Context: an optimization exercise on an open-source flow, tuned for small area and a short achievable clock period. The choices shown serve that exercise and are no tape-out recipe. Only simulation tests tie the RTL to the original design; equivalence was not proved. No activity file was given, so power comes from the tool's default toggle rates.

==> job 5627 <==
Design npu, start of the top module:
module npu (
    input               clk,
    input               reset,
    input               cov,
    input  [23:0]       data,
    input  [23:0]       wt,
    output logic [71:0] mmu_out,
    output logic [15:0] conv_out,
    output logic        conv_fin
);
Settings: LEC_CHECK=0, CAP_MARGIN=20, CORE_MARGIN=2, CORE_UTILIZATION=40, CTS_CLUSTER_DIAMETER=100, CTS_CLUSTER_SIZE=20, PLACE_DENSITY=0.6, SETUP_SLACK_MARGIN=3.3, SLEW_MARGIN=20, TNS_END_PERCENT=3; clock period 5.5 ns.
standard.sh (not shown) runs the stock make flow with config.mk's settings and CLKGATE_MAP_FILE= SYNTH_SCRIPT=/design/flow/synth_recipe.tcl, a recipe that flattens the netlist after the stock synthesis.
==> flow/flow/run.sh <==
#!/bin/bash
# Own flow: the standard layout (standard.sh, all steps, standard synthesis),
# with one change: the port buffers that global placement inserts on every input
# and output are buf_2 cells instead of the resizer's default pick (a 0.5 ns delay
# buffer). The whole make output goes to standard.log in this folder; ORFS keeps
# each step's own log under orfs/logs/.
set -euo pipefail
export BUFFER_PORTS_ARGS="-buffer_cell sky130_fd_sc_hd__buf_2"
bash standard.sh > standard.log 2>&1
==> inputs of job 5847, as changes to job 5627 <==
==> flow/flow/run.sh (replaced) <==
#!/bin/bash
# Own flow: the standard layout (standard.sh, all steps, standard synthesis),
# with one change: the port buffers that global placement inserts on every input
# and output are buf_1 cells instead of the resizer's default pick (a 0.5 ns delay
# buffer). The whole make output goes to standard.log in this folder; ORFS keeps
# each step's own log under orfs/logs/.
set -euo pipefail
export BUFFER_PORTS_ARGS="-buffer_cell sky130_fd_sc_hd__buf_1"
bash standard.sh > standard.log 2>&1
--- a/flow/config.mk
+++ b/flow/config.mk
@@ -10,7 +10,7 @@
 export CORE_UTILIZATION = 40
 export CTS_CLUSTER_DIAMETER = 100
-export CTS_CLUSTER_SIZE = 20
+export CTS_CLUSTER_SIZE = 24
 export PLACE_DENSITY = 0.6
-export SETUP_SLACK_MARGIN = 3.3
+export SETUP_SLACK_MARGIN = 3.0
 export SLEW_MARGIN = 20
-export TNS_END_PERCENT = 3
+export TNS_END_PERCENT = 5
==> qor summary <==
| metric | job 5847 | job 5627 |
|---|---|---|
| Buffer count excluding the clock tree in the final layout | 229 | 214 |
| Detailed placer's ending HPWL | 60700 µm | 60200 µm |
| Worst Setup SP | we2_0_three | U0[3] |
| Met2 Routed Length | 38900 µm | 38600 µm |
| P_int | 8.66 mW | 8.70 mW |
| Buffer share of cell area | 0.0376 | 0.0423 |
| R2R Path Start | we2_0_three | U0[3] |
| Last weighted congestion value of the routability-driven placer | 0.885 | 0.893 |
| Final critical-path setup slack | 2.40 ns | 2.38 ns |
| CP Data Required Time | 6.01 ns | 5.98 ns |
| DP Area | 0.0364 mm² | 0.0365 mm² |
| Status | finished clean | finished clean |
| Via/cell ratio | 5.24 | 5.26 |

==> inputs of job 2305 <==
Starting RTL as in the previous note.
Settings: LEC_CHECK=0, CAP_MARGIN=20, CORE_MARGIN=2, CORE_UTILIZATION=40, CTS_BUF_LIST=sky130_fd_sc_hd__clkbuf_4 sky130_fd_sc_hd__clkbuf_8, PLACE_DENSITY=0.6, SETUP_SLACK_MARGIN=3.0, SLEW_MARGIN=20, TNS_END_PERCENT=5; clock period 5.5 ns.
run.sh (not shown) runs the stock make flow with config.mk's settings and CLKGATE_MAP_FILE= SYNTH_SCRIPT=/design/flow/synth_recipe.tcl, a recipe that flattens the netlist after the stock synthesis.
Stock flow here: none of the scripts above is used.
==> job 4246: changes against job 2305 <==
--- a/flow/config.mk
+++ b/flow/config.mk
@@ -8,8 +8,6 @@
 export CAP_MARGIN = 20
 export CORE_MARGIN = 2
 export CORE_UTILIZATION = 40
-export CTS_BUF_LIST = sky130_fd_sc_hd__clkbuf_4 sky130_fd_sc_hd__clkbuf_8
 export PLACE_DENSITY = 0.6
 export SETUP_SLACK_MARGIN = 3.0
 export SLEW_MARGIN = 20
-export TNS_END_PERCENT = 5
==> job 5937: changes against job 2305 <==
==> flow/config.mk (replaced) <==
export PLATFORM = sky130hd
export DESIGN_NAME = npu
export DESIGN_NICKNAME = npu
export VERILOG_FILES = /design/flow/design.v
export SDC_FILE = /design/flow/constraint.sdc
export NUM_CORES = 4
export LEC_CHECK = 0
export CAP_MARGIN = 20
export CORE_MARGIN = 2
export CORE_UTILIZATION = 60
export PLACE_DENSITY = 0.75
export SETUP_SLACK_MARGIN = 3.0
export SLEW_MARGIN = 20
export TNS_END_PERCENT = 5
==> out/metrics.cfg <==
[place]
pre_cts_ws_ps = 1430
post-place-cells = 4560

[worst_setup_path]
crit_slowest_cell = fa_1
critical_path_buf_inv_count = 3

[sta]
timing.final.crit_period_ps = 3050
whs_ps = 322

[status]
status = complete, no violations

[finish]
nets = 4149

[routing]
viasPerCell = 5.31

[grt]
grt_use_met1_pct = 29.1

[floorplanning]
rows = 108

Source of the figures above: job 4246

==> out/metrics.cfg <==
[finish]
nets = 4070

[grt]
grt_use_met1_pct = 26.8

[sta]
whs_ps = 304
timing.final.crit_period_ps = 3110

[worst_setup_path]
critical_path_buf_inv_count = 0
crit_slowest_cell = fa_1

[place]
post-place-cells = 4554
pre_cts_ws_ps = 1360

[routing]
viasPerCell = 5.17

[floorplanning]
rows = 108

[status]
status = complete, no violations

Source of the figures above: job 2305

==> out/metrics.cfg <==
[finish]
nFlopsAndLatches = 637
nets = 4051

[worst_setup_path]
crit_slowest_cell = a2bb2oi_1
critical_path_buf_inv_count = 0

[floorplanning]
rows = 88

[grt]
grt_use_met1_pct = 40.3

[sta]
whs_ps = 327
timing.final.crit_period_ps = 3110

[place]
pre_cts_ws_ps = 1240
post-place-cells = 4160

[status]
status = complete, no violations

[routing]
viasPerCell = 5.90

Source of the figures above: job 5937


==> v26: inputs <==
npu again, from the RTL that the note above started with.
==> flow/design.v (excerpt) <==
module npu (
    input               clk,
    input               reset,
    input               cov,
    input  [23:0]       data,
    input  [23:0]       wt,
    output logic [71:0] mmu_out,
    output logic [15:0] conv_out,
    output logic        conv_fin
);
    logic fin, rk2;
    wire  rk = ~fin;                        
    wire  kill = reset | rk | rk2;          
    always_ff @(posedge clk) begin
        fin <= ~reset;
        rk2 <= rk;
    end
    assign conv_fin = fin;
    logic [7:0]  rD0;              
    logic [9:0]  r3D0;             
    logic [8:0]  T;                
    logic [10:0] T3;               
    logic [9:0]  S0, S1, S2;       
    logic [11:0] U0, U1, U2;       
    logic [23:0] rW, rW1;          
    wire  [7:0]  D0 = data[7:0], D1 = data[15:8], D2 = data[23:16];
    always_ff @(posedge clk) begin
        rD0  <= D0;
        r3D0 <= D0 + {D0, 1'b0};
  ...
Settings: LEC_CHECK=0, CAP_MARGIN=20, CORE_MARGIN=2, CORE_UTILIZATION=40, CTS_CLUSTER_DIAMETER=100, CTS_CLUSTER_SIZE=24, PLACE_DENSITY=0.6, SETUP_SLACK_MARGIN=3.0, SLEW_MARGIN=20, TNS_END_PERCENT=5; clock period 5.5 ns.
==> inputs of v12, as changes to v26 <==
- CTS_CLUSTER_DIAMETER: 100 -> default
- CTS_CLUSTER_SIZE: 24 -> default
- SETUP_SLACK_MARGIN: 3.0 -> 2.2
- TNS_END_PERCENT: 5 -> default
==> notes <==
- Of v26 and v12, v26 has the higher setup slack (gap 0.15 ns).
- Core utilization: v26 is higher than v12 (0.27 points).
- Of v12 and v26, v12 has the higher critical path depth (gap 2).
- Against v26, the worst hold slack of v12 is lower by 0.0030 ns.
- Synthesized area is the same in v26 and v12.
- Sequential share of layout area is about the same in v26 and v12.
- Of v26 and v12, v12 has the higher power (gap 12%, measured against v12).
- In v12 the combinational power is smaller than in v26, by about 10%.
- In v12 the first-iteration DRC count is larger than in v26, by 13%.
==> figures <==
| quantity | v12 | v26 |
|---|---|---|
| Hold_ws | 0.3255 ns | 0.3284 ns |
| Data required time of the worst path | 5.99 ns | 5.95 ns |
| Total power | 15.52 mW | 13.62 mW |
| Average wire length per cell after detail routing | 18.12 um | 18.06 um |
| Number of buffers and inverters on the critical path | 3 | 0 |
| Avg Vias per Cell | 5.250 | 5.266 |
| Startpoint of the worst register-to-register path | U1[9] | U0[3] |
| DP HPWL | 61630 um | 60800 um |
| Path length in cells of the critical path | 14 | 12 |
| Routed met2 length | 39340 um | 38800 um |
| Vias in the first global route | 24028 | 23563 |
| Leak Pwr | 16.95 nW | 16.68 nW |
| Run status | finished clean | finished clean |
| Psw | 4.987 mW | 4.755 mW |
| Share of final-layout standard cells stronger than drive strength 1 | 9.060% | 14.47% |
| Launch point of the worst path | U1[9] | U0[3] |
| Sequential share of cell area | 35.47% | 35.51% |
| Clock transition at the registers of the reported paths | 0.06 ns | 0.09 ns |
| Non-clock buffer share | 3.939% | 5.657% |

==> tundra <==
npu again, from the RTL that the note above started with.
==> flow/config.mk <==
export PLATFORM = sky130hd
export DESIGN_NAME = npu
export DESIGN_NICKNAME = npu
export VERILOG_FILES = /design/flow/design.v
export SDC_FILE = /design/flow/constraint.sdc
export NUM_CORES = 4
export LEC_CHECK = 0
export CAP_MARGIN = 20
export CORE_MARGIN = 2
export CORE_UTILIZATION = 40
export CTS_CLUSTER_DIAMETER = 100
export CTS_CLUSTER_SIZE = 20
export PLACE_DENSITY = 0.6
export SETUP_SLACK_MARGIN = 3.0
export SLEW_MARGIN = 20
export TNS_END_PERCENT = 5
==> flow/constraint.sdc <==
create_clock -name core_clock -period 5.5 [get_ports {clk}]
set_input_delay 1.1000 -clock core_clock [delete_from_list [all_inputs] [get_ports {clk}]]
set_output_delay 1.1000 -clock core_clock [all_outputs]
set_load 0.01 [all_outputs]
standard.sh (not shown) runs the stock make flow with config.mk's settings and CLKGATE_MAP_FILE= SYNTH_SCRIPT=/design/flow/synth_recipe.tcl, a recipe that flattens the netlist after the stock synthesis.
==> flow/flow/run.sh <==
#!/bin/bash
# Own flow: the standard layout (standard.sh, all steps, standard synthesis),
# with one change: the port buffers that global placement inserts on every input
# and output are buf_2 cells instead of the resizer's default pick (a 0.5 ns delay
# buffer). The whole make output goes to standard.log in this folder; ORFS keeps
# each step's own log under orfs/logs/.
set -euo pipefail
export BUFFER_PORTS_ARGS="-buffer_cell sky130_fd_sc_hd__buf_2"
bash standard.sh > standard.log 2>&1
==> inputs of garnet, as changes to tundra <==
==> flow/run.sh (new file) <==
#!/bin/bash
# synth_recipe.tcl (not shown) runs the flow's synth.tcl, then flattens the netlist and writes it again
# the make line also repeats each setting of config.mk as NAME=value (left out here)
make -C /OpenROAD-flow-scripts/flow DESIGN_CONFIG=/design/flow/config.mk WORK_HOME=/design/flow/orfs CLKGATE_MAP_FILE= SYNTH_SCRIPT=/design/flow/synth_recipe.tcl finish
--- a/flow/config.mk
+++ b/flow/config.mk
@@ -9,6 +9,4 @@
 export CORE_MARGIN = 2
 export CORE_UTILIZATION = 40
-export CTS_CLUSTER_DIAMETER = 100
-export CTS_CLUSTER_SIZE = 20
 export PLACE_DENSITY = 0.6
 export SETUP_SLACK_MARGIN = 3.0
removed: flow/flow/run.sh
removed: flow/standard.sh
==> inputs of yarrow, as changes to tundra <==
==> flow/run.sh (new file) <==
#!/bin/bash
# synth_recipe.tcl (not shown) runs the flow's synth.tcl, then flattens the netlist and writes it again
# the make line also repeats each setting of config.mk as NAME=value (left out here)
make -C /OpenROAD-flow-scripts/flow DESIGN_CONFIG=/design/flow/config.mk WORK_HOME=/design/flow/orfs CLKGATE_MAP_FILE= SYNTH_SCRIPT=/design/flow/synth_recipe.tcl finish
--- a/flow/config.mk
+++ b/flow/config.mk
@@ -9,6 +9,6 @@
 export CORE_MARGIN = 2
 export CORE_UTILIZATION = 40
-export CTS_CLUSTER_DIAMETER = 100
-export CTS_CLUSTER_SIZE = 20
+export CTS_CLUSTER_DIAMETER = 120
+export CTS_CLUSTER_SIZE = 30
 export PLACE_DENSITY = 0.6
 export SETUP_SLACK_MARGIN = 3.0
removed: flow/flow/run.sh
removed: flow/standard.sh
==> comparison table <==
metric                                                                                     tundra                   yarrow                   garnet
Worst path arrival time                                                                   3560 ps                  3600 ps                  3600 ps
Final setup skew                                                                          23.5 ps                  15.6 ps                  35.4 ps
Count of H-tree levels built during CTS                                                         2                        1                        3
Max-slew headroom                                                                           36.0%                    34.0%                    33.8%
Number of buffers added for setup after CTS                                                    43                       69                       44
Synth-to-Final Area Change                                                                  13.0%                    15.6%                    18.8%
Result of the run                                                         complete, no violations  complete, no violations  complete, no violations
PwrDens                                                                                342 nW/µm²               329 nW/µm²               372 nW/µm²
Number of violations reported at the end of detailed-routing iteration 0                     2025                     1909                     1756
Share of total power in sequential cells                                                    46.1%                    46.9%                    40.6%
Final Non-Filler Cells                                                                       4689                     4722                     4758
Clock net power                                                                           3100 µW                  2530 µW                  4900 µW
Placer Congestion                                                                           0.882                    0.881                    0.881
Fraction of area in multi-input gates                                                       50.2%                    49.7%                    48.3%
Maximum net fanout on the critical path                                                         9                        3                        4
Slowest cell delay on critical path                                                        470 ps                   510 ps                   580 ps
Global router's overall resource usage                                                      18.1%                    18.5%                    18.8%
Placed cell areas                                                                       36500 µm²                37100 µm²                37100 µm²

## separate check: timing with driven ports
Ports are ideal in the flow. The routed layouts listed here were re-timed in OpenROAD. Step 1, drivers: a clkbuf_16 drives clk and a buf_2 each remaining input, both assumed. Step 2 also shifts input and output timing later by t, the mid clock arrival at the registers, as if the neighbouring blocks saw the same clock. Slacks: ideal ports / drivers / drivers and shift; pairs: ideal ports / drivers.
run | t (ns) | setup WS [ns] | worst setup path after step 2 | clock arrival spread, ns | slew at the worst register clock pin (ns)
job 5627 | 0.638 | 2.383 / 2.383 / 1.923 | input to register | 0.033 / 0.032 | 0.09 / 0.09
job 5847 | 0.645 | 2.403 / 2.403 / 1.802 | input to register | 0.041 / 0.041 | 0.10 / 0.10
job 2305 | 0.789 | 2.392 / 2.392 / 1.960 | input to register | 0.061 / 0.060 | 0.07 / 0.07
job 4246 | 0.678 | 2.446 / 2.446 / 2.081 | input to register | 0.020 / 0.020 | 0.06 / 0.06
job 5937 | 0.669 | 2.390 / 2.390 / 1.866 | input to register | 0.031 / 0.031 | 0.07 / 0.07
v26 | 0.645 | 2.404 / 2.404 / 1.951 | input to register | 0.037 / 0.038 | 0.10 / 0.10
v12 | 0.671 | 2.253 / 2.253 / 1.659 | input to register | 0.020 / 0.020 | 0.06 / 0.06
tundra | 0.638 | 2.418 / 2.418 / 1.952 | input to register | 0.027 / 0.028 | 0.09 / 0.09
garnet | 0.672 | 2.403 / 2.403 / 1.968 | input to register | 0.037 / 0.036 | 0.06 / 0.06
yarrow | 0.677 | 2.414 / 2.414 / 1.978 | input to register | 0.020 / 0.020 | 0.12 / 0.12
After both steps setup and hold are still met in every run listed. For job 5847, which loses most, drivers alone change the setup slack by 0.000 ns; drivers and shift together by -0.601 ns.
